Source: an optimization exercise on an open RTL-to-GDS flow (aim: small area and a short achievable clock period). Production flows keep margins and buffers that such runs may drop.
The RTL was checked by simulation tests, not by an equivalence proof against the original design.

Setup of rev 12:
Design sigma_delta_dac_3rdorder, start of the top module:
module sigma_delta_dac_3rdorder(
  input clk,
  input reset_n,
  input [15:0] d,
  output reg q
);
reg  [21:0] ao;
reg  [23:0] lr;
reg  [22:0] fr;
reg         nf23;
wire        s = ~nf23;
wire [23:0] l = lr ^ 24'd0;
wire [22:0] f = fr ^ 23'h7fe000;
wire [21:0] a_in = { {5{nf23}}, d[15], ~d[15], d[14:0] };
wire [21:0] a_sum_p = ao ^ a_in;
wire [21:0] a_sum_g0 = ao & a_in;
wire a_sum_G1 = a_sum_g0[1] | (a_sum_p[1] & a_sum_g0[0]);
wire a_sum_G2 = a_sum_g0[3] | (a_sum_p[3] & a_sum_g0[2]);
wire a_sum_P2 = a_sum_p[3] & a_sum_p[2];
wire a_sum_G3 = a_sum_g0[5] | (a_sum_p[5] & a_sum_g0[4]);
wire a_sum_P3 = a_sum_p[5] & a_sum_p[4];
wire a_sum_G4 = a_sum_g0[7] | (a_sum_p[7] & a_sum_g0[6]);
wire a_sum_P4 = a_sum_p[7] & a_sum_p[6];
wire a_sum_G5 = a_sum_g0[9] | (a_sum_p[9] & a_sum_g0[8]);
wire a_sum_P5 = a_sum_p[9] & a_sum_p[8];
wire a_sum_G6 = a_sum_g0[11] | (a_sum_p[11] & a_sum_g0[10]);
wire a_sum_P6 = a_sum_p[11] & a_sum_p[10];
wire a_sum_G7 = a_sum_g0[13] | (a_sum_p[13] & a_sum_g0[12]);
wire a_sum_P7 = a_sum_p[13] & a_sum_p[12];
wire a_sum_G8 = a_sum_g0[15] | (a_sum_p[15] & a_sum_g0[14]);
wire a_sum_P8 = a_sum_p[15] & a_sum_p[14];
wire a_sum_G9 = a_sum_g0[17] | (a_sum_p[17] & a_sum_g0[16]);
wire a_sum_P9 = a_sum_p[17] & a_sum_p[16];
wire a_sum_G10 = a_sum_g0[19] | (a_sum_p[19] & a_sum_g0[18]);
wire a_sum_P10 = a_sum_p[19] & a_sum_p[18];
wire a_sum_G11 = a_sum_g0[21] | (a_sum_p[21] & a_sum_g0[20]);
wire a_sum_P11 = a_sum_p[21] & a_sum_p[20];
wire a_sum_G12 = a_sum_g0[2] | (a_sum_p[2] & a_sum_G1);
wire a_sum_G13 = a_sum_G2 | (a_sum_P2 & a_sum_G1);
wire a_sum_G14 = a_sum_g0[6] | (a_sum_p[6] & a_sum_G3);
wire a_sum_P14 = a_sum_p[6] & a_sum_P3;
wire a_sum_G15 = a_sum_G4 | (a_sum_P4 & a_sum_G3);
  ...
Size in the first run: roughly 500 cells after synthesis, ~71 flip-flops, roughly 19 I/O pins, ~5600 sq um of cells after synthesis.
Settings: LEC_CHECK=0, CAP_MARGIN=20, CORE_MARGIN=2, CORE_UTILIZATION=50, SETUP_SLACK_MARGIN=3.6, SLEW_MARGIN=20, TNS_END_PERCENT=0; clock period 7.0 ns.
standard.sh (not shown) runs the stock make flow with config.mk's settings and CLKGATE_MAP_FILE= SYNTH_SCRIPT=/design/flow/synth_recipe.tcl, a recipe that flattens the netlist after the stock synthesis.
==> flow/flow/run.sh <==
#!/bin/bash
# The standard layout (standard.sh) with changes to how it is made:
#  - clock tree synthesis with its own options (below), without dummy loads;
#  - port buffers of the smallest buffer cell (every port still gets one);
#  - extra make settings: 
# Each tool's full output is in the ORFS logs under orfs/logs; make's own
# output is in standard.log.
bash standard.sh \
  "CTS_ARGS=-sink_clustering_enable -repair_clock_nets -buf_list sky130_fd_sc_hd__clkbuf_8 -dont_use_dummy_load" \
  "BUFFER_PORTS_ARGS=-buffer_cell sky130_fd_sc_hd__buf_1" \
   \
  finish > standard.log 2>&1
### rev 12 -> rev 13
Settings: a deleted TNS_END_PERCENT that had been 0; a change of CORE_UTILIZATION from 50 to 40.
- Taking rev 12 as the reference, in rev 13 depth of the most critical reg-to-reg path higher; number of cells on the critical path higher.
- Summary of rev 13 over rev 12: clock transition at the registers of the reported paths held steady; via total after detailed routing held steady; post-route standard cell area excluding fillers grew by about 2%; clock latency on the worst-skew pair held steady.
- Rev 13 vs. rev 12: mean number of vias per cell went down by about 5.6%.

---

Starting RTL as in the previous note.
Settings: LEC_CHECK=0, CAP_MARGIN=20, CORE_MARGIN=2, CORE_UTILIZATION=60, SETUP_SLACK_MARGIN=3.6, SLEW_MARGIN=20, TNS_END_PERCENT=0; clock period 7.0 ns.
==> flow/flow/run.sh <==
#!/bin/bash
# The standard layout (standard.sh) with two changes to how it is made:
#  - clock tree synthesis from clkbuf_8 buffers only, without dummy loads;
#  - port buffers of the smallest buffer cell (every port still gets one).
# Synthesis, floorplan, power grid, placement, routing and the rest are
# standard.sh's.  Each tool's full output is in the ORFS logs under
# orfs/logs; make's own output is in standard.log.
bash standard.sh \
  "CTS_ARGS=-sink_clustering_enable -repair_clock_nets -buf_list sky130_fd_sc_hd__clkbuf_8 -dont_use_dummy_load" \
  "BUFFER_PORTS_ARGS=-buffer_cell sky130_fd_sc_hd__buf_1" \
  finish > standard.log 2>&1
The starting point completed without violations.
Then changed:
==> flow/flow/run.sh (replaced) <==
#!/bin/bash
# The standard layout (standard.sh) with changes to how it is made:
#  - clock tree synthesis with its own options (below), without dummy loads;
#  - port buffers of the smallest buffer cell (every port still gets one);
#  - extra make settings: SYNTH_ARGS=-noabc
# Each tool's full output is in the ORFS logs under orfs/logs; make's own
# output is in standard.log.
bash standard.sh \
  "CTS_ARGS=-sink_clustering_enable -repair_clock_nets -buf_list sky130_fd_sc_hd__clkbuf_8 -dont_use_dummy_load" \
  "BUFFER_PORTS_ARGS=-buffer_cell sky130_fd_sc_hd__buf_1" \
  SYNTH_ARGS=-noabc \
  finish > standard.log 2>&1
Settings changed: CORE_UTILIZATION 60 to 40, SETUP_SLACK_MARGIN 3.6 to 3.3, TNS_END_PERCENT 0 to not set.
Critical path depth rose by 2.
Synthesized area came out higher by 1.3%.
Clock skew climbs by 4.3 ps.
Hold slack loses 13 ps.
Wire length came out higher by 7.5%.
Final area came out higher by 3.5%.
Worst setup slack got worse by 240 ps.
Then changed:
--- a/flow/flow/run.sh
+++ b/flow/flow/run.sh
@@ -5 +5 @@
-#  - extra make settings: SYNTH_ARGS=-noabc
+#  - extra make settings: 
@@ -11 +11 @@
-  SYNTH_ARGS=-noabc \
+   \
Settings changed: CORE_UTILIZATION 40 to 60, PLACE_DENSITY set to 0.8, SETUP_SLACK_MARGIN 3.3 to 3.6, TNS_END_PERCENT set to 0.
Flip-flop and latch count stays the same.
Worst hold slack is better by 63 ps.
Clock skew rose by 8.5 ps.
Design area fell by a few percent.
Maximum frequency rose by a few percent.
Clock-buffer cell count stays the same.
Via count rose slightly.

---

job 5896:
sigma_delta_dac_3rdorder again, from the RTL that the note above started with.
export LEC_CHECK = 0
export CAP_MARGIN = 20
export CORE_MARGIN = 2
export CORE_UTILIZATION = 60
export GPL_TIMING_DRIVEN = 1
export SETUP_SLACK_MARGIN = 3.6
export SLEW_MARGIN = 20
export TNS_END_PERCENT = 0
create_clock -name core_clock -period 7.0 [get_ports {clk}]
==> flow/flow/run.sh <==
#!/bin/bash
# The standard layout (standard.sh) with changes to how it is made:
#  - clock tree synthesis with its own options (below), without dummy loads;
#  - port buffers of the smallest buffer cell (every port still gets one);
#  - extra make settings: 
# Each tool's full output is in the ORFS logs under orfs/logs; make's own
# output is in standard.log.
bash standard.sh \
  "CTS_ARGS=-sink_clustering_enable -repair_clock_nets -buf_list sky130_fd_sc_hd__clkbuf_8 -dont_use_dummy_load" \
  "BUFFER_PORTS_ARGS=-buffer_cell sky130_fd_sc_hd__buf_1" \
   \
  finish > standard.log 2>&1
Inputs modified between job 5896 and job 6439:
- SETUP_SLACK_MARGIN: 3.6 -> 3.5
- GPL_TIMING_DRIVEN: 1 -> unset
Notes after the runs:
- Per the final summary, job 6439 finished and its layout is clean on timing, DRC and antenna.
- Number of vias per cell after detailed routing sits lower in job 6439 than in job 5896.
- In job 6439 the count of fill cells added during filler insertion turned out about 1.4% lower than in job 5896.
- The setup slack at placement in job 6439 sits 0.21 ns below the value recorded for job 5896.
- Summary of job 6439 over job 5896: part of the cycle the worst path needs shows an increase of 1.5 points, hold slack shows a reduction of 0.011 ns, share of post-route cells with drive strength above 1 shows an increase of 0.46 points, area growth from synthesis to layout shows an increase of 0.38 points.
- Summary of job 6439 over job 5896: simple-gate share of the synthesized area flat, post-layout minimum cycle time saw an increase, detailed-route wire length fell by about 4.5%.
Changes in job 7118 relative to job 6439:
- CORE_UTILIZATION: 60 -> 40
- TNS_END_PERCENT: 0 -> unset
- SETUP_SLACK_MARGIN: 3.5 -> 3.3
==> flow/flow/run.sh <==
#!/bin/bash
# The standard layout (standard.sh), with two changes to how it is made:
#  - clock tree synthesis with its own options (below), without dummy loads;
#  - port buffers of the smallest buffer cell (every port still gets one).
# Each tool's full output is in the ORFS logs under orfs/logs; make's own
# output is in standard.log.
bash standard.sh \
  "CTS_ARGS=-sink_clustering_enable -repair_clock_nets -buf_list sky130_fd_sc_hd__clkbuf_8 -dont_use_dummy_load" \
  "BUFFER_PORTS_ARGS=-buffer_cell sky130_fd_sc_hd__buf_1" \
  finish > standard.log 2>&1
Findings:
Summary: with job 6439 as the reference, wire length on met2 in job 7118 moved up slightly.
The higher worst-skew pair later-pin latency of job 6439 and job 7118 is in job 7118.
Shortest period the worst path allows ended up 0.026 ns higher on job 7118 than on job 6439.
Looking at routed wire length, job 7118 sits above job 6439.
Between job 6439 and job 7118, the clock buffer and inverter area fraction after layout does not differ in any meaningful way.
[compare] base=job 6439 new=job 7118: largest clock skew in the final design increased 0.0049 ns; post-route standard cell area excluding fillers decreased 0.43%.
[inputs] job 9199 vs job 7118
- changing CORE_UTILIZATION from 40 to 60
- setting TNS_END_PERCENT to 0 for the first time
- changing SETUP_SLACK_MARGIN from 3.3 to 3.6
==> flow/flow/run.sh <==
#!/bin/bash
# The standard layout (standard.sh) with changes to how it is made:
#  - synthesis: synth_recipe.tcl with the final ABC mapping script
#    flow/abc_map.script (flow/synth_abc.tcl);
#  - clock tree synthesis with clkbuf_8 buffers and no dummy loads;
#  - port buffers of the smallest buffer cell (every port still gets one).
# Each tool's full output is in the ORFS logs under orfs/logs; make's own
# output is in standard.log.
export FLOW_ABC_SCRIPT=$PWD/flow/abc_map.script
bash standard.sh \
  "SYNTH_SCRIPT=$PWD/flow/synth_abc.tcl" \
  "CTS_ARGS=-sink_clustering_enable -repair_clock_nets -buf_list sky130_fd_sc_hd__clkbuf_8 -dont_use_dummy_load" \
  "BUFFER_PORTS_ARGS=-buffer_cell sky130_fd_sc_hd__buf_1" \
   finish > standard.log 2>&1
==> flow/flow/abc_map.script (new file) <==
strash
dch -f
map -p
topo
stime -c
buffer -c
upsize -c
dnsize -c
==> flow/flow/synth_abc.tcl (new file) <==
# synth_recipe.tcl (the standard synthesis) with one change: the final ABC
# technology mapping runs flow/abc_map.script instead of ORFS's
# abc_speed.script.  Registers, flattening and renaming are as in
# synth_recipe.tcl.
proc synth {args} { yosys synth -nofsm -noshare {*}$args }
proc abc {args} {
  set i [lsearch -exact $args -script]
  if { $i >= 0 } { lset args [expr {$i + 1}] $::env(FLOW_ABC_SCRIPT) }
  puts "abc with script $::env(FLOW_ABC_SCRIPT)"
  yosys abc {*}$args
}
source $::env(SCRIPTS_DIR)/synth.tcl
# left out here: clear keep_hierarchy, flatten, clean up, hide names made inside functions, write 1_2_yosys.v
==> notes.md <==
- From job 7118 to job 9199 the numbers moved as follows: wire length grew by 22%; overall die area shrank by about 27%.

## afterwards: timing with drivers on the ports
The flow's constraints put no driver on any port. The routed layouts listed below were extracted and timed again, unchanged, in two steps.
Step 1: set_driving_cell puts a clkbuf_16 on clk and a buf_2 on each other input, an assumption about the parent block.
Step 2 moves the port delays by t, midway between the first and last clock arrival at a register: inputs arrive t later, outputs are due t later. That takes back most of the time a late clock gives input paths.
Slacks: no drivers / after step 1 / after step 2; pairs: no drivers / after step 1.
run	shift t [ns]	setup WS [ns]	worst slew at a driven data input, ns
rev 12	0.394	3.453 / 3.453 / 3.141	0.03
rev 13	0.394	3.563 / 3.563 / 3.438	0.03
the first run of note 2	0.376	3.597 / 3.597 / 3.304	0.04
the second run of note 2	0.392	3.352 / 3.352 / 3.154	0.03
the third run of note 2	0.373	3.468 / 3.468 / 3.315	0.04
job 5896	0.376	3.597 / 3.597 / 3.304	0.04
job 6439	0.368	3.493 / 3.493 / 3.310	0.04
job 7118	0.386	3.466 / 3.466 / 3.218	0.03
job 9199	0.397	3.649 / 3.649 / 3.282	0.03
After both steps setup and hold are still met in every run listed. For job 9199, which loses most, drivers alone change the setup slack by 0.000 ns; drivers and shift together by -0.367 ns.
